What follows belongs to an exercise in optimizing a design on an open flow for small area and a short achievable clock period; a production flow would make more cautious choices.
No run shown here included a check of the RTL's function; only the layout flow was run.
No activity file was given, so power comes from the tool's default toggle rates.

<file path="design.v">
module alu(
             clk_p_i,
             reset_n_i,
             data_a_i,
             data_b_i,
             inst_i,
             data_o
             );
      input           clk_p_i;
      input           reset_n_i;
      input   [7:0]   data_a_i;
      input   [7:0]   data_b_i;
      input   [2:0]   inst_i;
      output reg  [15:0]  data_o;
      reg     [7:0]    data_a_d1_r;
      reg     [7:0]    data_b_d1_r;
      reg     [2:0]    inst_d1_r;
      wire    [7:0]    a = data_a_d1_r;
      wire    [7:0]    b = data_b_d1_r;
      wire             op_sub = (inst_d1_r == 3'b001);
      wire             op_abs = (inst_d1_r == 3'b101);
      wire             inv    = op_sub | (op_abs & a[7]);
      wire    [7:0]    x      = op_abs ? 8'b0 : b;
      wire    [7:0]    y      = a ^ {8{inv}};
      wire    [8:0]    s      = {1'b0, x} + {1'b0, y} + {8'b0, inv};
      wire             s8     = x[7] ^ y[7] ^ s[8];
      wire    [15:0]   prod;
      wire pp_0_0 = a[0] & b[0];
      wire pp_0_1 = a[0] & b[1];
      wire pp_0_2 = a[0] & b[2];
      wire pp_0_3 = a[0] & b[3];
      wire pp_0_4 = a[0] & b[4];
      wire pp_0_5 = a[0] & b[5];
      wire pp_0_6 = a[0] & b[6];
      wire pp_0_7 = ~(a[0] & b[7]);
      wire pp_1_0 = a[1] & b[0];
      wire pp_1_1 = a[1] & b[1];
      wire pp_1_2 = a[1] & b[2];
      wire pp_1_3 = a[1] & b[3];
      wire pp_1_4 = a[1] & b[4];
      wire pp_1_5 = a[1] & b[5];
      wire pp_1_6 = a[1] & b[6];
      wire pp_1_7 = ~(a[1] & b[7]);
      wire pp_2_0 = a[2] & b[0];
      wire pp_2_1 = a[2] & b[1];
      wire pp_2_2 = a[2] & b[2];
      wire pp_2_3 = a[2] & b[3];
      wire pp_2_4 = a[2] & b[4];
      wire pp_2_5 = a[2] & b[5];
      wire pp_2_6 = a[2] & b[6];
      wire pp_2_7 = ~(a[2] & b[7]);
      wire pp_3_0 = a[3] & b[0];
      wire pp_3_1 = a[3] & b[1];
      wire pp_3_2 = a[3] & b[2];
      wire pp_3_3 = a[3] & b[3];
      wire pp_3_4 = a[3] & b[4];
      wire pp_3_5 = a[3] & b[5];
      wire pp_3_6 = a[3] & b[6];
      wire pp_3_7 = ~(a[3] & b[7]);
      wire pp_4_0 = a[4] & b[0];
      wire pp_4_1 = a[4] & b[1];
      wire pp_4_2 = a[4] & b[2];
      wire pp_4_3 = a[4] & b[3];
      wire pp_4_4 = a[4] & b[4];
      wire pp_4_5 = a[4] & b[5];
      wire pp_4_6 = a[4] & b[6];
      wire pp_4_7 = ~(a[4] & b[7]);
      wire pp_5_0 = a[5] & b[0];
      wire pp_5_1 = a[5] & b[1];
      wire pp_5_2 = a[5] & b[2];
      wire pp_5_3 = a[5] & b[3];
      wire pp_5_4 = a[5] & b[4];
      wire pp_5_5 = a[5] & b[5];
      wire pp_5_6 = a[5] & b[6];
      wire pp_5_7 = ~(a[5] & b[7]);
      wire pp_6_0 = a[6] & b[0];
      wire pp_6_1 = a[6] & b[1];
      wire pp_6_2 = a[6] & b[2];
      wire pp_6_3 = a[6] & b[3];
      wire pp_6_4 = a[6] & b[4];
      wire pp_6_5 = a[6] & b[5];
      wire pp_6_6 = a[6] & b[6];
      wire pp_6_7 = ~(a[6] & b[7]);
      wire pp_7_0 = ~(a[7] & b[0]);
      wire pp_7_1 = ~(a[7] & b[1]);
      wire pp_7_2 = ~(a[7] & b[2]);
      wire pp_7_3 = ~(a[7] & b[3]);
      wire pp_7_4 = ~(a[7] & b[4]);
      wire pp_7_5 = ~(a[7] & b[5]);
      wire pp_7_6 = ~(a[7] & b[6]);
      wire pp_7_7 = a[7] & b[7];
      wire m_1, m_2; assign {m_2,m_1} = pp_0_6 + pp_1_5;
      wire m_3, m_4; assign {m_4,m_3} = pp_0_7 + pp_1_6 + pp_2_5;
      wire m_5, m_6; assign {m_6,m_5} = pp_3_4 + pp_4_3;
      wire m_7, m_8; assign {m_8,m_7} = pp_1_7 + pp_2_6 + pp_3_5;
      wire m_9, m_10; assign {m_10,m_9} = pp_4_4 + pp_5_3 + pp_6_2;
      wire m_11, m_12; assign {m_12,m_11} = pp_2_7 + pp_3_6 + pp_4_5;
      wire m_13, m_14; assign {m_14,m_13} = pp_0_4 + pp_1_3;
      wire m_15, m_16; assign {m_16,m_15} = pp_0_5 + pp_1_4 + pp_2_3;
      wire m_17, m_18; assign {m_18,m_17} = pp_3_2 + pp_4_1;
      wire m_19, m_20; assign {m_20,m_19} = m_1 + pp_2_4 + pp_3_3;
      wire m_21, m_22; assign {m_22,m_21} = pp_4_2 + pp_5_1 + pp_6_0;
      wire m_23, m_24; assign {m_24,m_23} = m_2 + m_3 + m_5;
      wire m_25, m_26; assign {m_26,m_25} = pp_5_2 + pp_6_1 + pp_7_0;
      wire m_27, m_28; assign {m_28,m_27} = m_4 + m_6 + m_7;
      wire m_29, m_30; assign {m_30,m_29} = m_9 + pp_7_1 + 1'b1;
      wire m_31, m_32; assign {m_32,m_31} = m_8 + m_10 + m_11;
      wire m_33, m_34; assign {m_34,m_33} = pp_5_4 + pp_6_3 + pp_7_2;
      wire m_35, m_36; assign {m_36,m_35} = m_12 + pp_3_7 + pp_4_6;
      wire m_37, m_38; assign {m_38,m_37} = pp_5_5 + pp_6_4 + pp_7_3;
      wire m_39, m_40; assign {m_40,m_39} = pp_4_7 + pp_5_6 + pp_6_5;
      wire m_41, m_42; assign {m_42,m_41} = pp_0_3 + pp_1_2;
      wire m_43, m_44; assign {m_44,m_43} = m_13 + pp_2_2 + pp_3_1;
      wire m_45, m_46; assign {m_46,m_45} = m_14 + m_15 + m_17;
      wire m_47, m_48; assign {m_48,m_47} = m_16 + m_18 + m_19;
      wire m_49, m_50; assign {m_50,m_49} = m_20 + m_22 + m_23;
      wire m_51, m_52; assign {m_52,m_51} = m_24 + m_26 + m_27;
      wire m_53, m_54; assign {m_54,m_53} = m_28 + m_30 + m_31;
      wire m_55, m_56; assign {m_56,m_55} = m_32 + m_34 + m_35;
      wire m_57, m_58; assign {m_58,m_57} = m_36 + m_38 + m_39;
      wire m_59, m_60; assign {m_60,m_59} = m_40 + pp_5_7 + pp_6_6;
      wire m_61, m_62; assign {m_62,m_61} = pp_0_2 + pp_1_1;
      wire m_63, m_64; assign {m_64,m_63} = m_41 + pp_2_1 + pp_3_0;
      wire m_65, m_66; assign {m_66,m_65} = m_42 + m_43 + pp_4_0;
      wire m_67, m_68; assign {m_68,m_67} = m_44 + m_45 + pp_5_0;
      wire m_69, m_70; assign {m_70,m_69} = m_46 + m_47 + m_21;
      wire m_71, m_72; assign {m_72,m_71} = m_48 + m_49 + m_25;
      wire m_73, m_74; assign {m_74,m_73} = m_50 + m_51 + m_29;
      wire m_75, m_76; assign {m_76,m_75} = m_52 + m_53 + m_33;
      wire m_77, m_78; assign {m_78,m_77} = m_54 + m_55 + m_37;
      wire m_79, m_80; assign {m_80,m_79} = m_56 + m_57 + pp_7_4;
      wire m_81, m_82; assign {m_82,m_81} = m_58 + m_59 + pp_7_5;
      wire m_83, m_84; assign {m_84,m_83} = m_60 + pp_6_7 + pp_7_6;
      wire [15:0] mra = {1'b1,m_84,m_82,m_80,m_78,m_76,m_74,m_72,m_70,m_68,m_66,m_64,m_62,m_61,pp_0_1,pp_0_0};
      wire [15:0] mrb = {1'b0,pp_7_7,m_83,m_81,m_79,m_77,m_75,m_73,m_71,m_69,m_67,m_65,m_63,pp_2_0,pp_1_0,1'b0};
      assign prod = mra + mrb;
      wire    [7:0]    rem;
      genvar k;
      generate
        for (k = 1; k <= 8; k = k + 1) begin : g_div
          wire [k-1:0] t;
          wire [k-1:0] r;
          wire [k:0]   d;
          wire         hi_zero;
          if (k == 1) begin : g_first
            assign t = b[7];
          end else begin : g_next
            assign t = {g_div[k-1].r, b[8-k]};
          end
          if (k == 8) begin : g_hz8
            assign hi_zero = 1'b1;
          end else begin : g_hz
            assign hi_zero = ~|a[7:k];
          end
          assign d = {1'b0, t} - {1'b0, a[k-1:0]};
          assign r = (hi_zero & ~d[k]) ? d[k-1:0] : t;
        end
      endgenerate
      assign rem = g_div[8].r;
      reg     [15:0]   ALU_d2_w;
      always@ (*)
      begin
          case(inst_d1_r)
            3'b000:    ALU_d2_w = {{7{s8}}, s8, s[7:0]};
            3'b001:    ALU_d2_w = {{7{s8}}, s8, s[7:0]};
            3'b010:    ALU_d2_w = prod;
            3'b011:    ALU_d2_w = {8'b0, a & b};
            3'b100:    ALU_d2_w = {8'b0, a ^ b};
            3'b101:    ALU_d2_w = {8'b0, s[7:0]};
            3'b110:    ALU_d2_w = {8'b0, s[8:1]};
            default:   ALU_d2_w = {8'b0, rem};
          endcase
      end
      always@(posedge clk_p_i)
          data_b_d1_r <= data_b_i;
      always@(posedge clk_p_i or negedge reset_n_i)
      begin
          if (reset_n_i == 1'b0)
          begin
            data_a_d1_r <= 0;
            inst_d1_r   <= 3'b011;
            data_o <= 0;
          end
          else
          begin
            data_a_d1_r <= data_a_i;
            inst_d1_r   <= inst_i;
            data_o <= ALU_d2_w;
          end
      end
endmodule
</file>
<file path="run.sh">
#!/bin/bash
# synth_recipe.tcl (not shown) runs the flow's synth.tcl, then flattens the netlist and writes it again
# the make line also repeats each setting of config.mk as NAME=value (left out here)
make -C /OpenROAD-flow-scripts/flow DESIGN_CONFIG=/design/flow/config.mk WORK_HOME=/design/flow/orfs CLKGATE_MAP_FILE= SYNTH_SCRIPT=/design/flow/synth_recipe.tcl finish
</file>
<file path="config.mk">
export PLATFORM = sky130hd
export DESIGN_NAME = alu
export DESIGN_NICKNAME = alu
export VERILOG_FILES = /design/flow/design.v
export SDC_FILE = /design/flow/constraint.sdc
export NUM_CORES = 4
export LEC_CHECK = 0
export ABC_AREA = 1
export CAP_MARGIN = 20
export CORE_MARGIN = 2
export CORE_UTILIZATION = 40
export SLEW_MARGIN = 20
</file>
<file path="constraint.sdc">
create_clock -name core_clock -period 30.0 [get_ports {clk_p_i}]
set_input_delay 6.0000 -clock core_clock [delete_from_list [all_inputs] [get_ports {clk_p_i}]]
set_output_delay 6.0000 -clock core_clock [all_outputs]
set_load 0.01 [all_outputs]
</file>
==> impl_metrics.csv, run 1 <==
group,metric,value,unit
layout,area_growth,12.2,%
clock_tree,cts_hold_buf,0,
layout,multi_input_area,0.00417,sq mm
layout,nFillCells,1437,
logic_synthesis,async_flop_share,77.1,%
logic_synthesis,synth.distinct_cells,55,
setup_path,criticalPathCategory,"reg2reg",
sta,setup_slack,20.11,ns
setup_path,worstPathRequired,30.16,ns
die,initial_core_util,41.0,%
layout,final_util,46.0,%
clock_tree,clock_path_buffers,2,
logic_synthesis,synth_ff_type,"dfrtp_1",
die,core-area,0.0139,sq mm
power_and_ir_drop,ir_drop,0.0000244,V
die,io_pins,37,
place,post-place-ws,20.14,ns
min_path,hp-class,"reg2reg",
logic_synthesis,ys_seq_area_share,14.7,%
drt,totalWireLength,14200,um
sta,fin_skew,0.0144,ns
layout,final_nets,941,
sta,fin_tns_setup,0,ns
drt,first_pass_iters,4,
grt,grt_pass1_wl,23800,um
place,hpwl,11300,um
logic_synthesis,synth_area,0.00569,sq mm
grt,overflow,0,
clock_tree,post-cts-setup-buffers,0,
logic_synthesis,synth-edff-count,0,
clock_tree,numCtsBuffers,5,
power_and_ir_drop,p_leak,3.50,nW
grt,grt_max_degree,28,
setup_path,crit_path_max_incr_delay,0.63,ns
setup_path,critPathMostFrequentCell,"nand2_1",
die,dieArea,0.0152,sq mm
setup_path,end_kind,"register",
drt,wl_per_cell,14.5,um
sta,finalHoldViolations,0,
logic_synthesis,syn_area_per_cell,7.40,sq um
logic_synthesis,syn-num-nets,912,
clock_tree,cts-root-buf,"clkbuf_16",
grt,grt_antenna_before_repair,0,
setup_path,crit_slowest_cell,"dfrtp_1",
sta,setup_viol,0,
logic_synthesis,yosysWarningCount,1,
layout,layout-drive-gt1-share,7.01,%
clock_tree,post_cts_resize_count,0,
power_and_ir_drop,p_total,0.000327,W
die,row_count,43,
setup_path,crit_path_start_kind,"register",
logic_synthesis,syn_inst,769,
drt,via_per_inst,4.88,
sta,post-route-period-util,33.0,%
place,place_congestion,0.894,
die,die_y,123,um
grt,grt_pass1_vias,4884,
drt,via_count,4773,
drt,drtIter0Drc,333,
run,drv_cap,0,
layout,seqCellArea,838,sq um
power_and_ir_drop,powerDensity,51.1,mW/mm^2
drt,drtAntennaViolNets,0,
clock_tree,htreeDepth,2,
logic_synthesis,synth_seq_cells,35,
clock_tree,clk_latency,0.30,ns
sta,rsz0062_at_grt,"no",
sta,finalCriticalPeriod,9.89,ns
layout,antennaDiodeCount,0,
grt,grt_util_all_layers,20.4,%
sta,slew_viol_final,0,
setup_path,arrival,10.05,ns
outcome,status,"no timing/DRC/antenna violations",
clock_tree,cts_tree,"yes",
sta,maxSlewHeadroom,40.4,%
clock_tree,clk_pin_slew,0.06,ns
place,numPortBuffers,36,
clock_tree,clock_sink_count,35,
sta,fmax,101,MHz
sta,worst_slew_pin_slew,0.888,ns
setup_path,crit_fanout,12,
die,die_w,123,um
drt,drc,0,
## where the power goes
part	internal, W	total (W)	switching (W)
clock	0.0000414	0.0000652	0.0000238
combinational	0.0000849	0.000202	0.000117
sequential	0.0000539	0.0000600	0.00000617
total	0.000180	0.000327	0.000147
## worst max-delay path, delay by kind of cell, from the launching register on
family          cells  cell delay (ns)
compound gates     16             2.50
fa+ha+maj           7             2.55
buf+inv             7             0.74
flops               1             0.63
simple gates       31             3.32
## final timing paths
path / to / startpoint / cells after the start / slack, ns
hold reg to reg: data_o[6] / inst_d1_r[1] / 4 / 0.75
hold / removal: data_o[6] / inst_d1_r[1] / 4 / 0.75
setup / recovery: data_o[2] / data_a_d1_r[7] / 61 / 20.11
max in group asynchronous: inst_d1_r[1] / reset_n_i / 2 / 23.56
min in group asynchronous: data_a_d1_r[5] / reset_n_i / 2 / 6.09
setup reg to reg: data_o[2] / data_a_d1_r[7] / 61 / 20.11
## flip-flops by register name (all words and copies together), names as in the netlist
name         count
data_b_d1_r      8
inst_d1_r        3
data_a_d1_r      8
data_o          16
## placed cells by master (no fill, tap or decap), types with 3 or more instances in the layout
| master | Yosys | layout |
|---|---|---|
| nand3_2 | 3 | 3 |
| xor2_1 | 17 | 17 |
| inv_2 | 4 | 4 |
| buf_4 | 3 | 3 |
| fa_1 | 44 | 44 |
| ha_1 | 78 | 78 |
| nand2_2 | 6 | 6 |
| o211ai_1 | 5 | 5 |
| xnor2_1 | 13 | 13 |
| o21ai_0 | 19 | 19 |
| and2_1 | 5 | 5 |
| nand2_4 | 4 | 4 |
| dfxtp_1 | 8 | 8 |
| o21ai_1 | 4 | 4 |
| clkdlybuf4s50_1 | 0 | 36 |
| nor3_1 | 6 | 6 |
| nand2_1 | 183 | 183 |
| inv_1 | 151 | 151 |
| clkbuf_16 | 0 | 5 |
| dfrtp_1 | 25 | 25 |
| nor2_1 | 27 | 27 |
| or2_2 | 7 | 7 |
| a21o_1 | 5 | 5 |
| a21oi_1 | 44 | 44 |
| o21ai_2 | 8 | 8 |
| o21bai_1 | 4 | 4 |
| nand3_1 | 40 | 40 |
| nand4_1 | 8 | 8 |
## cells by family after synthesis
family                   share of synthesized area, %
AND/OR/NAND/NOR                                  23.9
XOR/XNOR                                         4.61
AO/OA/AOI/OAI                                    12.2
flip-flops                                       14.7
adder cells (fa/ha/maj)                          32.6
buffers and inverters                            12.0
## Yosys cell counts (5+ instances only)
master	count	area (sq um)
nand2_1	183	687
nor2_1	27	101
nor3_1	6	30.0
o211ai_1	5	37.5
nand3_1	40	200
xnor2_1	13	114
a21oi_1	44	220
inv_1	151	567
and2_1	5	31.3
nand2_2	6	37.5
xor2_1	17	149
fa_1	44	881
a21o_1	5	37.5
dfrtp_1	25	626
dfxtp_1	8	160
clkbuf_1	10	37.5
o21ai_0	19	95.1
ha_1	78	976
nand4_1	8	50.1
o21ai_2	8	70.1
or2_2	7	43.8
## metrics by stage
stage,cell area [sq um],instances,hold WS [ns]
floorplan,5690,769,0.639
global placement,6220,971,0.731
detailed placement,6220,971,0.756
CTS,6390,979,0.759
global route,6390,979,0.805
finish,6390,979,0.749
## routing by layer
metal  up-vias  GRT usage (%)  wire, um
li1       2491              -         -
met1      2190           26.3      6710
met2        68           34.9      6720
met3        24           3.37       534
met4         0           6.61       275
met5         -              0         0
## area by class of cell
type,count,share of cell area [%]
inverter,157,9.32
tap,180,3.52
clock buffer,6,2.17
sequential,35,13.1
timing repair buffer,39,5.99
clock inverter,2,0.548
multi-input combinational,560,65.3
==> run 2, diff against run 1 <==
==> flow/run.sh (new file) <==
#!/bin/bash
# Standard layout, but synthesis without the full/half-adder cell map so that
# ABC maps the adder logic itself (smaller and faster here).
set -o pipefail
cp standard.sh standard.sh.log.txt 2>/dev/null
export ADDER_MAP_FILE=
bash standard.sh finish > flow_standard.log 2>&1
==> standard.sh (new file) <==
#!/bin/bash
# synth_recipe.tcl (not shown) runs the flow's synth.tcl, then flattens the netlist and writes it again
# the make line also repeats each setting of config.mk as NAME=value (left out here)
make -C /OpenROAD-flow-scripts/flow DESIGN_CONFIG=/design/flow/config.mk WORK_HOME=/design/flow/orfs CLKGATE_MAP_FILE= SYNTH_SCRIPT=/design/flow/synth_recipe.tcl "${@:-finish}"
removed: run.sh
==> impl_metrics.csv, run 2 <==
group,metric,value,unit
outcome,status,"no timing/DRC/antenna violations",
grt,grt_pass1_wl,29300,um
logic_synthesis,syn-num-nets,1034,
grt,overflow,0,
clock_tree,clk_pin_slew,0.06,ns
power_and_ir_drop,ir_drop,0.0000244,V
drt,totalWireLength,17300,um
layout,largest_reg_flops,16,
setup_path,worstPathRequired,24.00,ns
setup_path,crit_path_start_kind,"register",
logic_synthesis,synth_top_area_share,19.4,%
sta,finalHoldViolations,0,
clock_tree,post-cts-setup-buffers,0,
grt,grt_util_all_layers,22.5,%
layout,area_growth,8.64,%
place,place_congestion,0.904,
logic_synthesis,synth_seq_cells,35,
power_and_ir_drop,p_leak,3.46,nW
setup_path,crit_fanout,1,
sta,finalCriticalPeriod,7.16,ns
sta,setup_viol,0,
die,row_count,44,
die,dieArea,0.0160,sq mm
die,core-area,0.0146,sq mm
sta,fin_tns_setup,0,ns
place,post-place-ws,23.15,ns
die,io_pins,37,
setup_path,ff2ff_path_depth,53,
layout,final_common_cell,"nand2_1",
setup_path,r2r-end,"data_o[5]",
die,die_y,127,um
logic_synthesis,synth-xor-area-share,8.89,%
min_path,min_to,"data_o[2]",
layout,antennaDiodeCount,0,
logic_synthesis,yosysTopAreaCell,"nand2_1",
drt,via_count,6266,
setup_path,crit_path_max_incr_delay,0.53,ns
layout,top_regs,"data_o: 16 flops, data_a_d1_r: 8 flops, data_b_d1_r: 8 flops",
logic_synthesis,ys_top_cells_by_count,"310 x nand2_1, 129 x nand3_1, 102 x inv_1, 94 x nor2_1, 47 x nand2_2",
logic_synthesis,async_flop_share,77.1,%
sta,worst_slew_pin_slew,0.998,ns
sta,slew_viol_final,0,
drt,drtIter0Drc,477,
logic_synthesis,synth_area,0.00601,sq mm
clock_tree,post_cts_resize_count,0,
grt,grt_antenna_before_repair,0,
layout,final_cell_mix,"310 x nand2_1, 129 x nand3_1, 102 x inv_1",
setup_path,criticalPathCategory,"reg2out",
setup_path,cp_num_cells,1,
clock_tree,cts_tree,"yes",
setup_path,crit_chain,"clkdlybuf4s50_1",
sta,setup_slack,22.84,ns
logic_synthesis,synth-compound-area-share,11.3,%
logic_synthesis,synth_top_family_by_area,"simple AND/OR/NAND/NOR gates",
sta,fmax,140,MHz
setup_path,rrSetupSlack,23.18,ns
drt,drc,0,
logic_synthesis,syn_area_per_cell,5.93,sq um
place,numPortBuffers,36,
clock_tree,clock_sink_count,35,
logic_synthesis,synth.distinct_cells,51,
grt,grt_max_degree,28,
logic_synthesis,synth-edff-count,0,
setup_path,end_kind,"output port",
layout,multi_input_area,0.00446,sq mm
setup_path,crit_family,"buffers and inverters",
place,hpwl,13300,um
logic_synthesis,syn_inst,1013,
setup_path,path_buf_inv,1,
clock_tree,clock_path_buffers,2,
die,die_w,127,um
setup_path,crit_slowest_cell,"clkdlybuf4s50_1",
layout,nFillCells,1569,
min_path,hold_depth,4,
setup_path,worstReg2RegStart,"data_a_d1_r[1]",
logic_synthesis,synth.most_common_cell,"nand2_1",
clock_tree,htreeDepth,2,
clock_tree,numCtsBuffers,5,
clock_tree,cts-root-buf,"clkbuf_16",
grt,grt_pass1_vias,5748,
setup_path,startpoint,"data_o[4]",
logic_synthesis,synthAdderAreaFrac,0.500,%
drt,first_pass_iters,5,
sta,post-route-period-util,23.9,%
clock_tree,cts_hold_buf,0,
layout,layout-drive-gt1-share,13.5,%
logic_synthesis,muxShareOfSynthArea,0,%
sta,maxSlewHeadroom,33.4,%
min_path,hp-class,"reg2reg",
setup_path,arrival,1.16,ns
drt,drtAntennaViolNets,0,
logic_synthesis,ys_seq_area_share,14.0,%
sta,fin_skew,0.00782,ns
logic_synthesis,yosys.area_share.simple,53.6,%
logic_synthesis,synthTopCellsByArea,"nand2_1 19%, nand3_1 11%, dfrtp_1 10%",
die,initial_core_util,41.2,%
clock_tree,clk_latency,0.30,ns
power_and_ir_drop,powerDensity,43.2,mW/mm^2
layout,largest_register,"data_o",
layout,seqCellArea,838,sq um
min_path,min_from,"inst_d1_r[0]",
logic_synthesis,synth_ff_type,"dfrtp_1",
drt,wl_per_cell,14.2,um
drt,via_per_inst,5.13,
logic_synthesis,yosysWarningCount,1,
layout,final_nets,1057,
run,drv_cap,0,
sta,rsz0062_at_grt,"no",
==> run 2: cell types whose count changed after synthesis, moves of 10 or more <==
cell and change:
a21oi_1 -21, clkbuf_8 +14, fa_1 -44, ha_1 -78
inv_1 -49, nand2_1 +127, nand2_2 +41, nand2_4 +10
nand3_1 +89, nand3_2 +13, nor2_1 +67, o21ai_0 +16
xor2_1 +29
==> run 2: worst max-delay path by stage <==
| stage | end |
|---|---|
| floorplan | data_o[0] |
| global placement | data_o[11] |
| detailed placement | data_o[4] |
| CTS | data_o[4] |
| global route | data_o[6] |
| finish | data_o[4] |
==> run 2: layout make-up <==
class,instances,area share (%)
inverters,119,6.92
flip-flops and latches,35,12.8
clock inverters,1,0.0767
clock buffers,7,2.19
repair buffers,41,6.10
well taps,184,3.53
multi-input cells,834,68.4
==> run 2: per-layer routing <==
layer / track usage (%) / wire length, um
met5: 0 / 0
met3: 2.95 / 1160
met4: 4.33 / 175
met2: 35.6 / 7530
met1: 32.8 / 8450
==> run 2: metrics by stage <==
step	utilization [%]	hold WS [ns]	cell area [sq um]	std cells	power [W]
after floorplan	-	0.673	6010	1013	0.000189
after global placement	43.7	0.764	6380	1213	0.000224
after detailed placement	43.7	0.747	6380	1213	0.000226
after CTS	44.7	0.761	6530	1221	0.000284
after global routing	44.7	0.824	6530	1221	0.000310
final	44.7	0.760	6530	1221	0.000282
==> run 2: kinds of logic (layout without fill, tap and decap cells) <==
group / after synthesis / in the layout
AND/OR/NAND/NOR: 666 / 666
buffers and inverters: 144 / 168
AO/OA/AOI/OAI: 104 / 104
XOR/XNOR: 61 / 61
flip-flops: 35 / 35
adder cells (fa/ha/maj): 3 / 3
==> run 2: report_power, final <==
part           switching, W  total (W)  internal, W
clock             0.0000229  0.0000560    0.0000330
sequential       0.00000594  0.0000588    0.0000529
combinational      0.000104   0.000168    0.0000638
total              0.000133   0.000282     0.000150
==> run 3, diff against run 2 <==
==> flow/run.sh (replaced) <==
#!/bin/bash
# Layout flow: the standard ORFS flow with three changes.
#  1. Synthesis runs ORFS's own synthesis script unchanged, but without the
#     full/half-adder cell map (ADDER_MAP_FILE empty), so that ABC maps the
#     adder logic together with the rest.
#  2. ABC uses flow/abc_area.script (a delay-targeted map with area recovery)
#     in place of ORFS's area script: a copy of ORFS's scripts folder with
#     only that file replaced is used for the synthesis step.
#  3. The port buffers that global placement inserts are buf_2 cells.
# Each step's full output goes to a log file in this folder.
set -e
HERE=$(pwd)
rm -rf "$HERE/scripts"
cp -r "$FLOW_HOME/scripts" "$HERE/scripts"
cp "$HERE/flow/abc_area.script" "$HERE/scripts/abc_area.script"
export ADDER_MAP_FILE=
bash standard.sh SCRIPTS_DIR="$HERE/scripts" synth > "$HERE/log_synth.txt" 2>&1
export BUFFER_PORTS_ARGS="-buffer_cell sky130_fd_sc_hd__buf_2"
bash standard.sh finish > "$HERE/log_finish.txt" 2>&1
==> flow/abc_area.script (new file) <==
strash
dch
map -D 6000
topo
stime -c
buffer -c
upsize -c
dnsize -c
==> impl_metrics.csv, run 3 <==
group,metric,value,unit
power_and_ir_drop,p_leak,2.74,nW
sta,fin_skew,0.00461,ns
logic_synthesis,synth.most_common_cell,"nand2_1",
logic_synthesis,synth_area,0.00506,sq mm
sta,rsz0062_at_grt,"no",
logic_synthesis,synthAdderAreaFrac,1.41,%
logic_synthesis,synth-compound-area-share,20.7,%
layout,final_util,44.4,%
clock_tree,clock_path_buffers,2,
setup_path,criticalPathCategory,"reg2reg",
grt,grt_util_all_layers,23.2,%
grt,overflow,0,
logic_synthesis,syn_inst,860,
logic_synthesis,muxShareOfSynthArea,0.222,%
die,row_count,41,
clock_tree,clk_latency,0.30,ns
outcome,status,"no timing/DRC/antenna violations",
logic_synthesis,syn-num-nets,881,
layout,area_growth,9.44,%
layout,largest_reg_flops,16,
sta,finalCriticalPeriod,8.20,ns
grt,grtUsageMet2,37.1,%
logic_synthesis,ys_top_cells_by_count,"192 x nand2_1, 150 x nor2_1, 89 x inv_1, 53 x xor2_1, 43 x o21ai_0",
layout,layout-drive-gt1-share,12.0,%
die,dieArea,0.0136,sq mm
min_path,hold_depth,2,
setup_path,worstReg2RegStart,"data_a_d1_r[2]",
setup_path,crit_path_max_incr_delay,0.80,ns
die,die_w,117,um
min_path,hp-class,"reg2reg",
sta,fmax,122,MHz
logic_synthesis,synth-xor-area-share,13.8,%
drt,via_count,5510,
die,core-area,0.0125,sq mm
logic_synthesis,synth_ff_type,"dfrtp_1",
sta,worst_slew_pin_slew,0.831,ns
setup_path,r2r-end,"data_o[5]",
layout,antennaDiodeCount,0,
layout,final_common_cell,"nand2_1",
clock_tree,numCtsBuffers,5,
clock_tree,htreeDepth,2,
logic_synthesis,synth.distinct_cells,62,
logic_synthesis,yosysTopAreaCell,"nand2_1",
logic_synthesis,synth-edff-count,0,
drt,drc,0,
logic_synthesis,synthTopCellsByArea,"nand2_1 14%, dfrtp_1 12%, nor2_1 11%",
sta,setup_viol,0,
logic_synthesis,synth_top_area_share,14.2,%
drt,first_pass_iters,5,
sta,maxSlewHeadroom,44.1,%
clock_tree,cts_tree,"yes",
setup_path,ff2ff_path_depth,55,
grt,gr-usage-met1,30.5,%
place,place_congestion,0.915,
setup_path,worstPathRequired,30.16,ns
run,drv_cap,0,
die,die_y,117,um
layout,final_cell_mix,"192 x nand2_1, 150 x nor2_1, 89 x inv_1",
place,numPortBuffers,36,
sta,fin_tns_setup,0,ns
grt,grt_pass1_wl,24600,um
setup_path,critPathMostFrequentCell,"nand2_1",
clock_tree,cts-root-buf,"clkbuf_16",
layout,final_nets,905,
sta,slew_viol_final,0,
grt,grtUsageMet3,4.98,%
logic_synthesis,syn_area_per_cell,5.89,sq um
logic_synthesis,synth_top_family_by_area,"simple AND/OR/NAND/NOR gates",
layout,largest_register,"data_o",
sta,post-route-period-util,27.3,%
sta,whs,0.758,ns
drt,totalWireLength,15000,um
die,initial_core_util,40.6,%
grt,grt_max_degree,28,
setup_path,rrSetupSlack,21.80,ns
logic_synthesis,async_flop_share,77.1,%
power_and_ir_drop,p_total,0.000263,W
power_and_ir_drop,ir_drop,0.0000255,V
drt,drtIter0Drc,389,
grt,top_usage_layer,"met2",
drt,via_per_inst,5.21,
clock_tree,clk_pin_slew,0.06,ns
min_path,min_from,"inst_d1_r[1]",
layout,top_regs,"data_o: 16 flops, data_a_d1_r: 8 flops, data_b_d1_r: 8 flops",
logic_synthesis,ys_seq_area_share,16.6,%
logic_synthesis,yosysWarningCount,1,
setup_path,crit_fanout,16,
setup_path,arrival,8.37,ns
drt,wl_per_cell,14.2,um
clock_tree,post-cts-setup-buffers,0,
die,io_pins,37,
sta,finalHoldViolations,0,
grt,grt_pass1_vias,5049,
setup_path,end_kind,"register",
setup_path,crit_slowest_cell,"dfrtp_1",
clock_tree,clock_sink_count,35,
grt,grt_antenna_before_repair,0,
logic_synthesis,yosys.area_share.simple,37.1,%
setup_path,crit_path_start_kind,"register",
place,hpwl,11600,um
logic_synthesis,synth_seq_cells,35,
min_path,min_to,"data_o[0]",
power_and_ir_drop,powerDensity,47.4,mW/mm^2
drt,drtAntennaViolNets,0,
layout,nFillCells,1345,
clock_tree,cts_hold_buf,0,
clock_tree,post_cts_resize_count,0,
[run 3: cell count changes after synthesis, moves of 12 or more]
cell,delta
nor2_1,+56
nand3_2,-12
nand2_1,-118
nand2_2,-39
nand3_1,-89
clkbuf_8,-14
o21ai_1,+22
nand2_4,-14
inv_1,-13
[run 3: worst max-delay path: cells and delay by family, from the launching register on]
family | cells | cell delay [ns]
simple gates | 29 | 2.93
compound gates | 16 | 2.55
fa+ha+maj | 1 | 0.35
flops | 1 | 0.80
buf+inv | 6 | 0.83
xor+xnor | 3 | 0.58
[run 3: worst max-delay path by stage]
| stage | from | endpoint | depth (start not counted) | slack (ns) |
|---|---|---|---|---|
| 2_1_floorplan | data_a_d1_r[3] | data_o[5] | 55 | 23.57 |
| 3_3_place_gp | data_a_d1_r[2] | data_o[5] | 51 | 21.95 |
| 3_5_place_dp | data_a_d1_r[2] | data_o[5] | 55 | 21.90 |
| 4_1_cts | data_a_d1_r[2] | data_o[5] | 55 | 21.85 |
| 5_1_grt | data_a_d1_r[2] | data_o[2] | 56 | 20.92 |
| 6_report | data_a_d1_r[2] | data_o[5] | 55 | 21.80 |
[run 3: area by class of cell]
| cell class | instances | area (sq um) | share of cell area [%] |
|---|---|---|---|
| Tap cell | 172 | 215 | 3.88 |
| Multi-Input combinational cell | 693 | 3700 | 66.9 |
| Inverter | 112 | 425 | 7.68 |
| Clock buffer | 5 | 125 | 2.26 |
| Clock inverter | 3 | 43.8 | 0.790 |
| Timing Repair Buffer | 37 | 188 | 3.39 |
| Sequential cell | 35 | 838 | 15.1 |
[run 3: metal layers]
layer	vias to the layer above	wire, um
met2	148	6820
li1	2843	-
met5	-	0
met4	0	359
met3	32	870
met1	2487	6960
[run 3: logic make-up (layout without fill, tap and decap cells)]
logic type      count (synthesis)  in the layout
xor+xnor                       78             78
simple gates                  444            444
mux                             1              1
fa+ha+maj                       7              7
compound gates                163            163
buf+inv                       132            157
flops                          35             35
[run 3: through the flow]
step	instances	cell area, sq um	setup slack, ns
floorplan	860	5060	23.57
global placement	1049	5370	21.95
detailed placement	1049	5370	21.90
CTS	1057	5540	21.85
global route	1057	5540	20.92
finish	1057	5540	21.80
[run 3: power breakdown]
part	total [W]	internal [W]	leakage [nW]	switching, W
Clock	0.0000614	0.0000392	0.0838	0.0000222
Combinational	0.000143	0.0000525	2.26	0.0000901
Sequential	0.0000589	0.0000530	0.395	0.00000586
==> run 4, diff against run 3 <==
==> flow/abc_area.script (replaced) <==
strash
dch
map -B 0.9
topo
stime -c
buffer -c
upsize -c
dnsize -c
==> impl_metrics.csv, run 4 <==
group,metric,value,unit
outcome,status,"no timing/DRC/antenna violations",
logic_synthesis,synth_seq_cells,35,
power_and_ir_drop,ir_drop,0.0000204,V
logic_synthesis,syn-num-nets,1034,
logic_synthesis,synth_top_area_share,19.4,%
layout,area_growth,5.52,%
layout,final_cell_mix,"310 x nand2_1, 129 x nand3_1, 102 x inv_1",
drt,totalWireLength,17400,um
logic_synthesis,yosysWarningCount,1,
setup_path,crit_slowest_cell,"dfrtp_1",
die,initial_core_util,41.2,%
sta,finalCriticalPeriod,6.78,ns
sta,whs,0.752,ns
drt,drtAntennaViolNets,0,
layout,largest_register,"data_o",
clock_tree,cts_hold_buf,0,
layout,post_layout_nonfiller_instances,1220,
place,place_congestion,0.916,
grt,grt_pass1_wl,28900,um
clock_tree,post-cts-setup-buffers,0,
logic_synthesis,synth-edff-count,0,
setup_path,crit_path_max_incr_delay,0.36,ns
logic_synthesis,ys_top_cells_by_count,"310 x nand2_1, 129 x nand3_1, 102 x inv_1, 94 x nor2_1, 47 x nand2_2",
sta,fin_tns_setup,0,ns
die,die_w,127,um
clock_tree,numCtsBuffers,5,
drt,first_pass_iters,5,
setup_path,crit_fanout,1,
drt,via_count,6292,
setup_path,worstPathRequired,24.00,ns
grt,grt_pass1_vias,5733,
logic_synthesis,synthTopCellsByArea,"nand2_1 19%, nand3_1 11%, dfrtp_1 10%",
clock_tree,clk_latency,0.30,ns
sta,fmax,147,MHz
clock_tree,cts-root-buf,"clkbuf_16",
die,die_y,127,um
die,row_count,44,
clock_tree,clock_path_buffers,2,
place,numPortBuffers,36,
logic_synthesis,synth.most_common_cell,"nand2_1",
sta,slew_viol_final,0,
place,hpwl,13500,um
clock_tree,cts_tree,"yes",
die,core-area,0.0146,sq mm
min_path,hp-class,"reg2reg",
clock_tree,clk_pin_slew,0.05,ns
sta,worst_slew_pin_slew,0.999,ns
power_and_ir_drop,powerDensity,43.4,mW/mm^2
logic_synthesis,syn_area_per_cell,5.93,sq um
die,io_pins,37,
layout,final_common_cell,"nand2_1",
place,placed_area,0.00619,sq mm
grt,grt_max_degree,28,
setup_path,end_kind,"output port",
drt,via_per_inst,5.16,
logic_synthesis,async_flop_share,77.1,%
setup_path,crit_path_start_kind,"register",
run,drv_cap,0,
grt,grt_util_all_layers,22.4,%
die,dieArea,0.0160,sq mm
sta,fin_skew,0.00817,ns
logic_synthesis,yosysTopAreaCell,"nand2_1",
layout,top_regs,"data_o: 16 flops, data_a_d1_r: 8 flops, data_b_d1_r: 8 flops",
power_and_ir_drop,p_leak,3.46,nW
logic_synthesis,synth_area,0.00601,sq mm
clock_tree,clock_sink_count,35,
logic_synthesis,synth_ff_type,"dfrtp_1",
setup_path,arrival,0.78,ns
clock_tree,post_cts_resize_count,0,
setup_path,criticalPathCategory,"reg2out",
drt,drtIter0Drc,543,
layout,layout-drive-gt1-share,16.9,%
sta,finalHoldViolations,0,
layout,final_util,43.5,%
layout,final_area,0.00634,sq mm
setup_path,crit_chain,"buf_2",
logic_synthesis,ys_seq_area_share,14.0,%
layout,final_nets,1056,
sta,maxSlewHeadroom,33.4,%
drt,drc,0,
logic_synthesis,syn_inst,1013,
sta,post-route-period-util,22.6,%
layout,antennaDiodeCount,0,
setup_path,crit_family,"flip-flops",
sta,setup_viol,0,
drt,wl_per_cell,14.3,um
sta,rsz0062_at_grt,"no",
grt,overflow,0,
grt,grt_antenna_before_repair,0,
layout,largest_reg_flops,16,
place,place_inst,1212,
clock_tree,htreeDepth,2,
logic_synthesis,synth.distinct_cells,51,
setup_path,path_buf_inv,1,
run 4: changes by cell type in the layout (fill, tap and decap cells not counted), moves of 8 or more:
cell / change
nor3_1: -10
nand2_2: +39
o21ai_1: -22
inv_1: +13
a21oi_1: -10
nand3_2: +12
nand3_1: +89
xnor2_1: -8
nand2_1: +118
nand2_4: +14
nor2_1: -56
o21ai_0: -8
run 4: final cells by class:
class / instances / area, sq um
tap: 184 / 230
inverter: 119 / 452
multi-input combinational: 834 / 4460
timing repair buffer: 40 / 210
clock buffer: 7 / 143
clock inverter: 1 / 5.00
fill: 1605 / 8250
sequential: 35 / 838
run 4: cell families (layout without fill, tap and decap cells):
logic type	Yosys count	count (layout)	share of synthesized area, %
adders and majority gates	3	3	0.500
AOI/OAI and AO/OA	104	104	11.3
xor gates and xnor gates	61	61	8.89
DFF	35	35	14.0
and+or+nand+nor	666	666	53.6
buffers and inverters	144	167	11.8
run 4: where the power goes:
part	switching, W	internal [W]	total, W
Combinational	0.000104	0.0000580	0.000162
Sequential	0.00000581	0.0000529	0.0000587
Clock	0.0000213	0.0000330	0.0000543
run 4: final timing paths:
kind                                start        end  slack [ns]  cells after the start
max                             data_o[5]  data_o[5]       23.22                      1
min                          inst_d1_r[0]  data_o[2]        0.75                      4
max reg2reg                data_a_d1_r[1]  data_o[5]       23.34                     49
min reg2reg                  inst_d1_r[0]  data_o[2]        0.75                      4
max in group asynchronous       reset_n_i  data_o[4]       23.82                      1
min in group asynchronous       reset_n_i  data_o[6]        5.75                      1
run 4: routing by layer:
| layer | global-route usage, % | up-vias | wire [um] |
|---|---|---|---|
| li1 | - | 3295 | - |
| met1 | 32.4 | 2789 | 8560 |
| met3 | 2.87 | 23 | 980 |
| met5 | 0 | - | 0 |
| met2 | 35.6 | 185 | 7590 |
| met4 | 5.24 | 0 | 260 |
run 4: through the flow:
| step | total power [W] | setup WS [ns] |
|---|---|---|
| after floorplan | 0.000189 | 23.62 |
| after global placement | 0.000220 | 23.47 |
| after detailed placement | 0.000221 | 23.45 |
| after CTS | 0.000277 | 23.20 |
| after global routing | 0.000302 | 22.49 |
| final | 0.000275 | 23.22 |
==> run 5, diff against run 4 <==
--- a/flow/run.sh
+++ b/flow/run.sh
@@ -7,5 +7,7 @@
 #     in place of ORFS's area script: a copy of ORFS's scripts folder with
 #     only that file replaced is used for the synthesis step.
-#  3. The port buffers that global placement inserts are buf_2 cells.
+#  3. Timing repair aims for 23.3 ns of setup slack (a 6.7 ns period) so
+#     that the resizer works on the critical paths even though the clock is slow.
+#  4. The port buffers that global placement inserts are buf_2 cells.
 # Each step's full output goes to a log file in this folder.
 set -e
@@ -17,3 +19,4 @@
 bash standard.sh SCRIPTS_DIR="$HERE/scripts" synth > "$HERE/log_synth.txt" 2>&1
 export BUFFER_PORTS_ARGS="-buffer_cell sky130_fd_sc_hd__buf_2"
+export SETUP_SLACK_MARGIN=${SETUP_MARGIN_OVERRIDE:-23.3}
 bash standard.sh finish > "$HERE/log_finish.txt" 2>&1
==> flow/abc_area.script (replaced) <==
strash
dch
map -D 7000
topo
stime -c
buffer -c
upsize -c
dnsize -c
==> impl_metrics.csv, run 5 <==
group,metric,value,unit
outcome,status,"no timing/DRC/antenna violations",
setup_path,crit_path_start_kind,"register",
logic_synthesis,synth.most_common_cell,"nand2_1",
grt,grt_pass1_wl,25400,um
power_and_ir_drop,cellInternalPower,0.000152,W
setup_path,arrival,7.74,ns
setup_path,criticalPathCategory,"reg2reg",
setup_path,rrSetupSlack,22.43,ns
layout,antennaDiodeCount,0,
layout,top_regs,"data_o: 16 flops, data_a_d1_r: 8 flops, data_b_d1_r: 8 flops",
clock_tree,clk_pin_slew,0.06,ns
setup_path,path_buf_inv,11,
sta,worst_slew_pin_slew,0.993,ns
logic_synthesis,yosysTopAreaCell,"nand2_1",
power_and_ir_drop,seqPwrFrac,20.8,%
logic_synthesis,synth_ff_type,"dfrtp_1",
layout,final_common_cell,"nand2_1",
layout,seqCellArea,855,sq um
grt,grt_max_degree,28,
sta,maxSlewHeadroom,33.3,%
grt,grt_antenna_before_repair,0,
layout,largest_register,"data_o",
die,row_count,40,
drt,drtAntennaViolNets,0,
power_and_ir_drop,p_leak,3.06,nW
logic_synthesis,synth_seq_cells,35,
power_and_ir_drop,clkPwrFrac,18.3,%
layout,multi_input_area,0.00406,sq mm
clock_tree,clk_latency,0.29,ns
drt,drc,0,
layout,final_util,52.9,%
grt,grt_pass1_vias,5171,
logic_synthesis,yosysWarningCount,1,
grt,grt_util_all_layers,24.4,%
sta,finalCriticalPeriod,7.57,ns
clock_tree,numCtsBuffers,5,
die,die_y,116,um
sta,finalHoldViolations,0,
clock_tree,htreeDepth,2,
place,hpwl,11400,um
power_and_ir_drop,p_sw_share,45.6,%
logic_synthesis,synthTopCellsByArea,"nand2_1 13%, dfrtp_1 13%, nor2_1 12%",
die,initial_core_util,41.2,%
layout,layout-drive-gt1-share,28.0,%
logic_synthesis,synth_area,0.00499,sq mm
drt,first_pass_iters,5,
clock_tree,clock_sink_count,35,
clock_tree,cts-root-buf,"clkbuf_16",
power_and_ir_drop,p_sw,0.000127,W
logic_synthesis,syn_inst,848,
setup_path,end_kind,"register",
clock_tree,clock_path_buffers,2,
logic_synthesis,syn-num-nets,869,
min_path,hp-class,"reg2reg",
die,die_w,116,um
sta,post-route-period-util,25.2,%
die,io_pins,37,
grt,overflow,0,
logic_synthesis,synth.distinct_cells,60,
sta,fin_tns_setup,0,ns
die,core-area,0.0121,sq mm
layout,final_nets,962,
run,drv_cap,0,
layout,area_growth,28.5,%
layout,largest_reg_flops,16,
sta,setup_viol,0,
drt,via_count,5757,
drt,via_per_inst,5.19,
setup_path,crit_fanout,8,
drt,totalWireLength,16500,um
setup_path,worstPathRequired,30.17,ns
logic_synthesis,async_flop_share,77.1,%
logic_synthesis,ys_top_cells_by_count,"177 x nand2_1, 166 x nor2_1, 91 x inv_1, 56 x xor2_1, 48 x o21ai_0",
setup_path,crit_family,"simple AND/OR/NAND/NOR gates",
place,place_congestion,0.949,
drt,wl_per_cell,14.9,um
layout,nFillCells,1241,
sta,rsz0062_at_grt,"yes",
layout,final_cell_mix,"163 x nand2_1, 141 x nor2_1, 81 x inv_1",
sta,slew_viol_final,0,
place,numPortBuffers,36,
power_and_ir_drop,combPwrFrac,61.0,%
logic_synthesis,synth_top_area_share,13.3,%
die,dieArea,0.0134,sq mm
power_and_ir_drop,ir_drop,0.0000295,V
setup_path,crit_path_max_incr_delay,0.50,ns
drt,drtIter0Drc,388,
clock_tree,cts_tree,"yes",
logic_synthesis,ys_seq_area_share,16.8,%
logic_synthesis,synth-edff-count,0,
logic_synthesis,syn_area_per_cell,5.88,sq um
sta,fin_skew,0.00923,ns
sta,fmax,132,MHz
power_and_ir_drop,powerDensity,43.6,mW/mm^2
setup_path,crit_slowest_cell,"dfrtp_4",
==> run 5: cell count changes in the layout (fill, tap and decap cells not counted), moves of 11 or more <==
cell / change
a21oi_2: +15
o21ai_2: +14
buf_4: +62
inv_1: -21
nand2_2: -33
nand3_1: -95
nor2_2: +12
nand2_4: -11
nand3_2: -11
nand2_1: -147
nor2_1: +47
==> run 5: per-stage QoR <==
stage	hold WS [ns]	worst slack (ns)	cell area [sq um]	instances	power, W
global route	0.813	21.93	6410	1110	0.000304
finish	0.763	22.43	6410	1110	0.000279
CTS	0.770	22.57	5980	1092	0.000266
global placement	0.787	21.92	5320	1034	0.000200
detailed placement	0.764	21.68	5320	1034	0.000201
floorplan	0.683	23.26	5000	848	0.000171
==> run 5: final cells by class <==
| class | count | share of cell area (%) |
|---|---|---|
| clock buffer | 7 | 2.07 |
| clock inverter | 1 | 0.0780 |
| tap | 168 | 3.28 |
| timing repair inverter | 1 | 0.0976 |
| sequential | 35 | 13.3 |
| multi-input combinational | 682 | 63.3 |
| timing repair buffer | 103 | 10.8 |
| inverter | 113 | 7.08 |
==> run 5: path summary, 6_finish.rpt <==
check | start | end | cells after the start
hold reg to reg | inst_d1_r[1] | data_o[0] | 2
setup reg to reg | data_a_d1_r[2] | data_o[3] | 58
hold / removal | inst_d1_r[1] | data_o[0] | 2
min in group asynchronous | reset_n_i | data_o[12] | 1
max in group asynchronous | reset_n_i | data_a_d1_r[2] | 1
setup / recovery | data_a_d1_r[2] | data_o[3] | 58
==> run 5: timing repair <==
| action | 4_1_cts | 5_1_grt |
|---|---|---|
| pin swaps | 36 | 53 |
| setup endpoints to repair | 24 | 24 |
| setup buffers | 49 | 18 |
| gates resized for setup | 55 | 79 |
| cloned | 1 | 0 |
| hold buffers | 0 | 0 |
==> run 5: logic make-up (layout without fill, tap and decap cells) <==
group	Yosys count	in the layout	share of synthesized area [%]
adder cells (fa/ha/maj)	6	6	1.20
buffers and inverters	131	225	10.2
AO/OA/AOI/OAI	159	159	20.4
AND/OR/NAND/NOR	435	435	36.8
flip-flops	35	35	16.8
XOR/XNOR	82	82	14.7
==> run 5: layer usage <==
layer	vias to the layer above	wire [um]	track usage (%)
met3	25	1130	3.09
met1	2608	7460	34.2
met4	0	299	5.87
met5	-	0	0
met2	194	7640	40.2
li1	2930	-	-
==> run 5: worst reg2reg max path: cells and delay by family (launching register included) <==
kind | cells | cell delay, ns
xor+xnor | 3 | 0.54
simple gates | 28 | 2.76
buf+inv | 11 | 1.06
flops | 1 | 0.50
compound gates | 16 | 2.58
==> run 5: power by group through the flow <==
stage | Clock [W] | Combinational (W) | Sequential, W
after global placement | 0 | 0.000141 | 0.0000597
after floorplan | 0 | 0.000112 | 0.0000589
after CTS | 0.0000520 | 0.000156 | 0.0000575
final | 0.0000510 | 0.000170 | 0.0000581
after detailed placement | 0 | 0.000141 | 0.0000597
after global routing | 0.0000540 | 0.000191 | 0.0000587
==> run 6, diff against run 5 <==
==> flow/abc_area.script (replaced) <==
strash
dch
amap
topo
stime -c
==> impl_metrics.csv, run 6 <==
group,metric,value,unit
logic_synthesis,ys_top_cells_by_count,"158 x nor2_1, 129 x nand2_1, 104 x o21ai_0, 63 x a21oi_1, 53 x clkinv_1",
layout,largest_reg_flops,16,
setup_path,crit_path_start_kind,"register",
grt,grt_pass1_wl,27800,um
layout,final_nets,904,
layout,area_growth,50.0,%
drt,met1Wirelength,7340,um
drt,wl_met3,1280,um
drt,drtIter0Drc,483,
layout,seqCellArea,853,sq um
clock_tree,clk_pin_slew,0.10,ns
setup_path,arrival,9.92,ns
logic_synthesis,synthTopCellsByArea,"dfrtp_1 15%, nor2_1 14%, o21ai_0 12%",
logic_synthesis,async_flop_share,77.1,%
layout,final_area,0.00632,sq mm
place,hpwl,11500,um
layout,antennaDiodeCount,0,
logic_synthesis,ys_seq_area_share,19.9,%
die,initial_core_util,41.0,%
setup_path,end_kind,"register",
die,dieArea,0.0114,sq mm
outcome,status,"no timing/DRC/antenna violations",
drt,via_per_inst,5.96,
logic_synthesis,synth.most_common_cell,"nor2_1",
clock_tree,clk_latency,0.32,ns
sta,post-route-period-util,32.6,%
drt,met2_length,8880,um
layout,final_common_cell,"nor2_1",
logic_synthesis,synth.distinct_cells,32,
logic_synthesis,syn_area_per_cell,5.83,sq um
clock_tree,clock_path_buffers,2,
place,place_congestion,0.934,
grt,overflow,0,
die,core-area,0.0103,sq mm
die,die_w,107,um
layout,final_cell_mix,"142 x nor2_1, 121 x nand2_1, 113 x buf_4",
clock_tree,cts_tree,"yes",
logic_synthesis,synth-edff-count,0,
setup_path,rrSetupSlack,20.23,ns
setup_path,crit_slowest_cell,"o21ai_0",
die,row_count,37,
logic_synthesis,synth_ff_type,"dfrtp_1",
drt,via_count,6081,
drt,first_pass_iters,6,
sta,maxSlewHeadroom,47.0,%
setup_path,crit_path_max_incr_delay,0.46,ns
setup_path,worstPathRequired,30.15,ns
die,die_y,107,um
run,drv_cap,0,
logic_synthesis,synth_area,0.00421,sq mm
min_path,hp-class,"reg2reg",
sta,finalCriticalPeriod,9.77,ns
grt,grt_antenna_before_repair,0,
logic_synthesis,syn-num-nets,744,
grt,grt_util_all_layers,31.0,%
logic_synthesis,synth_top_area_share,14.9,%
sta,fin_tns_setup,0,ns
sta,setup_viol,0,
power_and_ir_drop,ir_drop,0.0000301,V
setup_path,critPathMostFrequentCell,"buf_4",
sta,worst_slew_pin_slew,0.790,ns
logic_synthesis,yosysWarningCount,1,
clock_tree,numCtsBuffers,5,
drt,totalWireLength,18500,um
power_and_ir_drop,p_leak,2.58,nW
layout,largest_register,"data_o",
logic_synthesis,syn_inst,723,
layout,nFillCells,926,
power_and_ir_drop,powerDensity,42.1,mW/mm^2
layout,layout-drive-gt1-share,31.7,%
sta,fmax,102,MHz
sta,finalHoldViolations,0,
sta,slew_viol_final,0,
layout,top_regs,"data_o: 16 flops, data_a_d1_r: 8 flops, data_b_d1_r: 8 flops",
sta,whs,0.756,ns
setup_path,criticalPathCategory,"reg2reg",
clock_tree,cts_hold_buf,0,
clock_tree,cts-root-buf,"clkbuf_8",
die,io_pins,37,
sta,fin_skew,0.0188,ns
place,placed_area,0.00482,sq mm
layout,final_util,61.5,%
drt,dr.max_layer_used,"met4",
drt,drtAntennaViolNets,0,
grt,grt_max_degree,28,
logic_synthesis,synth_seq_cells,35,
sta,rsz0062_at_grt,"yes",
drt,drc,0,
grt,grt_pass1_vias,5702,
logic_synthesis,yosysTopAreaCell,"dfrtp_1",
clock_tree,clock_sink_count,35,
setup_path,crit_fanout,12,
layout,multi_input_area,0.00384,sq mm
place,numPortBuffers,36,
clock_tree,htreeDepth,2,
drt,wl_per_cell,18.1,um
run 6: per-layer routing:
layer / global-route usage, % / vias to the layer above
met3: 4.80 / 91
met4: 15.9 / 0
met1: 36.9 / 2747
li1: - / 2928
met5: 0 / -
met2: 53.9 / 315
run 6: cells by family (layout without fill, tap and decap cells):
kind of cell | after synthesis | count (layout) | synth area share (%)
buffers and inverters | 53 | 214 | 4.72
and+or+nand+nor | 340 | 340 | 32.6
AOI/OAI and AO/OA | 295 | 295 | 42.8
DFF | 35 | 35 | 19.9
run 6: worst max-delay path, delay by kind of cell (launching register included):
family	cells	cell delay, ns
buffers and inverters	12	1.67
AO/OA/AOI/OAI	25	5.59
AND/OR/NAND/NOR	16	1.89
flip-flops	1	0.43
run 6: final timing paths:
| path | from | end | depth (start not counted) |
|---|---|---|---|
| setup / recovery | data_a_d1_r[4] | data_o[3] | 53 |
| hold reg to reg | data_b_d1_r[0] | data_o[0] | 2 |
| max in group asynchronous | reset_n_i | data_a_d1_r[3] | 1 |
| min in group asynchronous | reset_n_i | data_a_d1_r[4] | 1 |
| hold / removal | data_b_d1_r[0] | data_o[0] | 2 |
| setup reg to reg | data_a_d1_r[4] | data_o[3] | 53 |
run 6: power breakdown:
part	switching [W]	internal, W	leakage [nW]
Combinational	0.0000958	0.0000663	2.13
Clock	0.0000225	0.0000248	0.0581
Sequential	0.00000430	0.0000523	0.388
Total	0.000123	0.000143	2.58
run 6: area by class of cell:
type	count	share of cell area (%)
well taps	136	2.69
inverters	53	3.82
clock buffers	5	1.09
multi-input cells	635	60.8
clock inverters	3	0.693
repair buffers	153	17.4
flip-flops and latches	35	13.5
run 6: repair_timing:
| item | CTS | global route |
|---|---|---|
| pin swaps | 42 | 33 |
| setup endpoints to repair | 24 | 24 |
| resized for setup | 75 | 48 |
| cloned | 0 | 0 |
| buffers inserted | 75 | 38 |
run 6: per-stage QoR:
step	total power, W	setup slack, ns	cells
detailed placement	0.000176	19.13	899
finish	0.000266	20.23	1020
global placement	0.000174	19.54	899
global route	0.000284	19.81	1020
floorplan	0.000147	20.73	723
CTS	0.000246	20.66	982
==> run 7, diff against run 6 <==
--- a/design.v
+++ b/design.v
@@ -136,26 +136,32 @@
       assign prod = mra + mrb;
       wire    [7:0]    rem;
-      genvar k;
+      wire    [9:0]    a1 = {2'b0, a};
+      wire    [9:0]    a2 = {1'b0, a, 1'b0};
+      wire    [9:0]    a3 = a1 + a2;
+      genvar j;
       generate
-        for (k = 1; k <= 8; k = k + 1) begin : g_div
-          wire [k-1:0] t;
-          wire [k-1:0] r;
-          wire [k:0]   d;
-          wire         hi_zero;
-          if (k == 1) begin : g_first
-            assign t = b[7];
+        for (j = 1; j <= 4; j = j + 1) begin : g_div
+          wire [2*j-1:0] t;
+          wire [2*j-1:0] r;
+          wire [2*j:0]   d1, d2, d3;
+          wire           f1, f2, f3, ge1, ge2, ge3;
+          if (j == 1) begin : g_first
+            assign t = b[7:6];
           end else begin : g_next
-            assign t = {g_div[k-1].r, b[8-k]};
+            assign t = {g_div[j-1].r, b[9-2*j:8-2*j]};
           end
-          if (k == 8) begin : g_hz8
-            assign hi_zero = 1'b1;
-          end else begin : g_hz
-            assign hi_zero = ~|a[7:k];
-          end
-          assign d = {1'b0, t} - {1'b0, a[k-1:0]};
-          assign r = (hi_zero & ~d[k]) ? d[k-1:0] : t;
+          assign f1 = ~|a1[9:2*j];
+          assign f2 = ~|a2[9:2*j];
+          assign f3 = ~|a3[9:2*j];
+          assign d1 = {1'b0, t} - {1'b0, a1[2*j-1:0]};
+          assign d2 = {1'b0, t} - {1'b0, a2[2*j-1:0]};
+          assign d3 = {1'b0, t} - {1'b0, a3[2*j-1:0]};
+          assign ge1 = f1 & ~d1[2*j];
+          assign ge2 = f2 & ~d2[2*j];
+          assign ge3 = f3 & ~d3[2*j];
+          assign r = ge3 ? d3[2*j-1:0] : ge2 ? d2[2*j-1:0] : ge1 ? d1[2*j-1:0] : t;
         end
       endgenerate
-      assign rem = g_div[8].r;
+      assign rem = g_div[4].r;
       reg     [15:0]   ALU_d2_w;
       always@ (*)
==> flow/run.sh (replaced) <==
#!/bin/bash
# Layout flow: the standard ORFS flow (standard.sh) with these changes.
#  1. Synthesis runs ORFS's own synthesis script unchanged, but without the
#     full/half-adder cell map (ADDER_MAP_FILE empty), so that ABC maps the
#     adder logic together with the rest of the logic.
#  2. ABC runs flow/abc_area.script in place of ORFS's area script: the
#     synthesis step uses a copy of ORFS's scripts folder in which only that
#     file is replaced.
#  3. The port buffers that global placement inserts are buf_2 cells.
#  4. flow/settings.sh may set further ORFS variables for the layout steps
#     (for example a setup slack margin for timing repair).
# Each step's full output goes to a log file in this folder.
set -e
HERE=$(pwd)
rm -rf "$HERE/scripts"
cp -r "$FLOW_HOME/scripts" "$HERE/scripts"
cp "$HERE/flow/abc_area.script" "$HERE/scripts/abc_area.script"
export ADDER_MAP_FILE=
bash standard.sh SCRIPTS_DIR="$HERE/scripts" synth > "$HERE/log_synth.txt" 2>&1
export BUFFER_PORTS_ARGS="-buffer_cell sky130_fd_sc_hd__buf_2"
if [[ -f "$HERE/flow/settings.sh" ]]; then source "$HERE/flow/settings.sh"; fi
bash standard.sh finish > "$HERE/log_finish.txt" 2>&1
==> flow/abc_area.script (replaced) <==
strash
dch
map -B 0.9
topo
stime -c
buffer -c
upsize -c
dnsize -c
==> impl_metrics.csv, run 7 <==
group,metric,value,unit
drt,met1Wirelength,9210,um
drt,met2_length,8290,um
min_path,min_from,"inst_d1_r[1]",
min_path,min_to,"data_o[0]",
place,numPortBuffers,36,
sta,post-route-period-util,22.6,%
place,place_congestion,0.905,
sta,fmax,147,MHz
min_path,hold_depth,4,
power_and_ir_drop,seqPwrFrac,21.2,%
logic_synthesis,async_flop_share,77.1,%
drt,via_count,7027,
setup_path,crit_path_max_incr_delay,0.37,ns
setup_path,crit_chain,"buf_2",
drt,drtIter0Drc,657,
layout,top_regs,"data_o: 16 flops, data_a_d1_r: 8 flops, data_b_d1_r: 8 flops",
grt,grt_util_all_layers,23.7,%
logic_synthesis,synth_ff_type,"dfrtp_1",
logic_synthesis,yosysWarningCount,1,
clock_tree,clk_latency,0.30,ns
drt,drc,0,
sta,rsz0062_at_grt,"no",
setup_path,rrSetupSlack,24.89,ns
clock_tree,numCtsBuffers,5,
run,drv_cap,0,
setup_path,end_kind,"output port",
power_and_ir_drop,combPwrFrac,59.8,%
setup_path,arrival,0.79,ns
layout,layout-drive-gt1-share,12.7,%
setup_path,worstPathRequired,24.00,ns
drt,drtAntennaViolNets,0,
drt,wl_per_cell,14.1,um
drt,wl_met3,1250,um
power_and_ir_drop,cellInternalPower,0.000142,W
setup_path,r2r-end,"data_o[4]",
logic_synthesis,synth.distinct_cells,54,
setup_path,crit_family,"flip-flops",
drt,first_pass_iters,7,
drt,via_per_inst,5.14,
layout,area_growth,7.21,%
drt,dr.max_layer_used,"met4",
sta,maxSlewHeadroom,35.3,%
sta,slew_viol_final,0,
min_path,hp-class,"reg2reg",
logic_synthesis,synth-edff-count,0,
die,die_w,129,um
drt,totalWireLength,19200,um
clock_tree,cts_hold_buf,0,
power_and_ir_drop,clkPwrFrac,19.1,%
grt,grt_pass1_wl,31200,um
grt,grt_antenna_before_repair,0,
power_and_ir_drop,ir_drop,0.0000213,V
logic_synthesis,ys_top_cells_by_count,"374 x nand2_1, 130 x nand3_1, 121 x inv_1, 103 x nor2_1, 44 x xor2_1",
logic_synthesis,yosysTopAreaCell,"nand2_1",
logic_synthesis,synth_area,0.00626,sq mm
place,hpwl,14900,um
power_and_ir_drop,p_leak,3.69,nW
grt,overflow,0,
clock_tree,clk_pin_slew,0.06,ns
layout,antennaDiodeCount,0,
power_and_ir_drop,powerDensity,41.4,mW/mm^2
logic_synthesis,synth_seq_cells,35,
setup_path,crit_slowest_cell,"dfrtp_1",
clock_tree,htreeDepth,2,
logic_synthesis,syn_area_per_cell,5.50,sq um
layout,largest_register,"data_o",
logic_synthesis,synthTopCellsByArea,"nand2_1 22%, nand3_1 10%, dfrtp_1 10%",
layout,final_cell_mix,"374 x nand2_1, 130 x nand3_1, 121 x inv_1",
die,row_count,45,
die,dieArea,0.0167,sq mm
sta,fin_skew,0.00874,ns
die,core-area,0.0153,sq mm
logic_synthesis,ys_seq_area_share,13.4,%
power_and_ir_drop,p_total,0.000278,W
setup_path,crit_fanout,1,
grt,grt_pass1_vias,6268,
setup_path,criticalPathCategory,"reg2out",
sta,setup_viol,0,
clock_tree,post-cts-setup-buffers,0,
clock_tree,cts-root-buf,"clkbuf_16",
die,die_y,129,um
setup_path,worstReg2RegStart,"data_a_d1_r[2]",
die,io_pins,37,
setup_path,path_buf_inv,1,
clock_tree,clock_sink_count,35,
setup_path,crit_path_start_kind,"register",
setup_path,ff2ff_path_depth,35,
sta,fin_tns_setup,0,ns
layout,final_common_cell,"nand2_1",
logic_synthesis,synth.most_common_cell,"nand2_1",
grt,grt_max_degree,28,
sta,finalCriticalPeriod,6.79,ns
clock_tree,cts_tree,"yes",
clock_tree,clock_path_buffers,2,
power_and_ir_drop,p_sw,0.000135,W
sta,worst_slew_pin_slew,0.963,ns
setup_path,cp_num_cells,1,
clock_tree,post_cts_resize_count,0,
power_and_ir_drop,p_sw_share,48.7,%
outcome,status,"no timing/DRC/antenna violations",
layout,final_nets,1176,
logic_synthesis,syn_inst,1138,
logic_synthesis,syn-num-nets,1159,
logic_synthesis,synth_top_area_share,22.4,%
sta,finalHoldViolations,0,
die,initial_core_util,41.0,%
layout,largest_reg_flops,16,
-- run 7: power by group through the flow --
stage          Sequential (W)  Combinational (W)   Clock, W
6_report            0.0000587           0.000166  0.0000529
4_1_cts             0.0000585           0.000165  0.0000541
2_1_floorplan       0.0000581           0.000132          0
3_5_place_dp        0.0000594           0.000165          0
5_1_grt             0.0000594           0.000191  0.0000558
3_3_place_gp        0.0000595           0.000164          0
-- run 7: area by class of cell --
cell class,count,area (sq um)
clock buffer,6,129
clock inverter,2,12.5
fill,1685,8550
inverter,143,539
multi-input combinational,929,4710
sequential,35,838
tap,211,264
timing repair buffer,41,218
-- run 7: cell families after synthesis --
| kind of cell | count (synthesis) | synth area share [%] |
|---|---|---|
| AO/OA/AOI/OAI | 140 | 13.4 |
| XOR/XNOR | 70 | 9.79 |
| adder cells (fa/ha/maj) | 4 | 0.640 |
| flip-flops | 35 | 13.4 |
| AND/OR/NAND/NOR | 715 | 51.4 |
| buffers and inverters | 174 | 11.4 |
-- run 7: how the worst max path moves through the flow --
| stage | slack [ns] | startpoint | end |
|---|---|---|---|
| CTS | 23.19 | data_o[13] | data_o[13] |
| global placement | 23.50 | reset_n_i | data_a_d1_r[0] |
| finish | 23.21 | data_o[13] | data_o[13] |
| detailed placement | 23.48 | reset_n_i | data_a_d1_r[0] |
| floorplan | 23.62 | data_o[0] | data_o[0] |
| global route | 23.18 | data_o[5] | data_o[5] |
-- run 7: routing by layer --
metal,GRT usage [%],vias to the layer above
li1,-,3682
met1,33.6,3095
met2,36.7,214
met3,3.88,36
met4,7.29,0
met5,0,-
-- run 7: metrics by stage --
| stage | hold WS (ns) | utilization, % | instances | setup WS, ns | area [sq um] |
|---|---|---|---|---|---|
| 6_report | 0.723 | 44.0 | 1367 | 23.21 | 6710 |
| 2_1_floorplan | 0.670 | - | 1138 | 23.62 | 6260 |
| 4_1_cts | 0.718 | 44.0 | 1367 | 23.19 | 6710 |
| 3_3_place_gp | 0.723 | 43.1 | 1359 | 23.50 | 6570 |
| 5_1_grt | 0.815 | 44.0 | 1367 | 23.18 | 6710 |
| 3_5_place_dp | 0.706 | 43.1 | 1359 | 23.48 | 6570 |
-- run 7: worst min-delay path, cell delays in order, from the launching register on --
cell and delay (ns):
dfstp_2 0.40, nand3_1 0.09, o2111ai_1 0.10, inv_1 0.06
nand2_1 0.04

separate check: timing with driven ports:
The results above use ideal ports. As a check the final layouts listed here were re-extracted and re-timed, cells and wires unchanged.
Step 1, drivers: a clkbuf_16 drives clk_p_i and a buf_2 each remaining input, both assumed.
Step 2 adds t to the input delays and takes it off the output delays; t is the mean of the earliest and latest rising clock arrival at the registers after step 1. Input paths then give back, and output paths get back, about the clock's delay inside the block.
Three values: ideal ports, drivers, drivers and shift; two values: the first two.
run	t (ns)	slack for setup (ns)	worst setup path after step 2	worst slew at a driven data input, ns
run 1	0.339	20.112 / 20.112 / 20.112	register to register	0.03
run 2	0.338	22.843 / 22.799 / 23.137	register to output	0.03
run 3	0.338	21.795 / 21.795 / 21.795	register to register	0.03
run 4	0.334	23.218 / 23.175 / 23.344	register to register	0.03
run 5	0.327	22.432 / 22.432 / 22.432	register to register	0.03
run 6	0.350	20.230 / 20.230 / 20.230	register to register	0.03
run 7	0.336	23.205 / 23.163 / 23.498	register to output	0.03
After both steps every run listed still meets setup and hold.
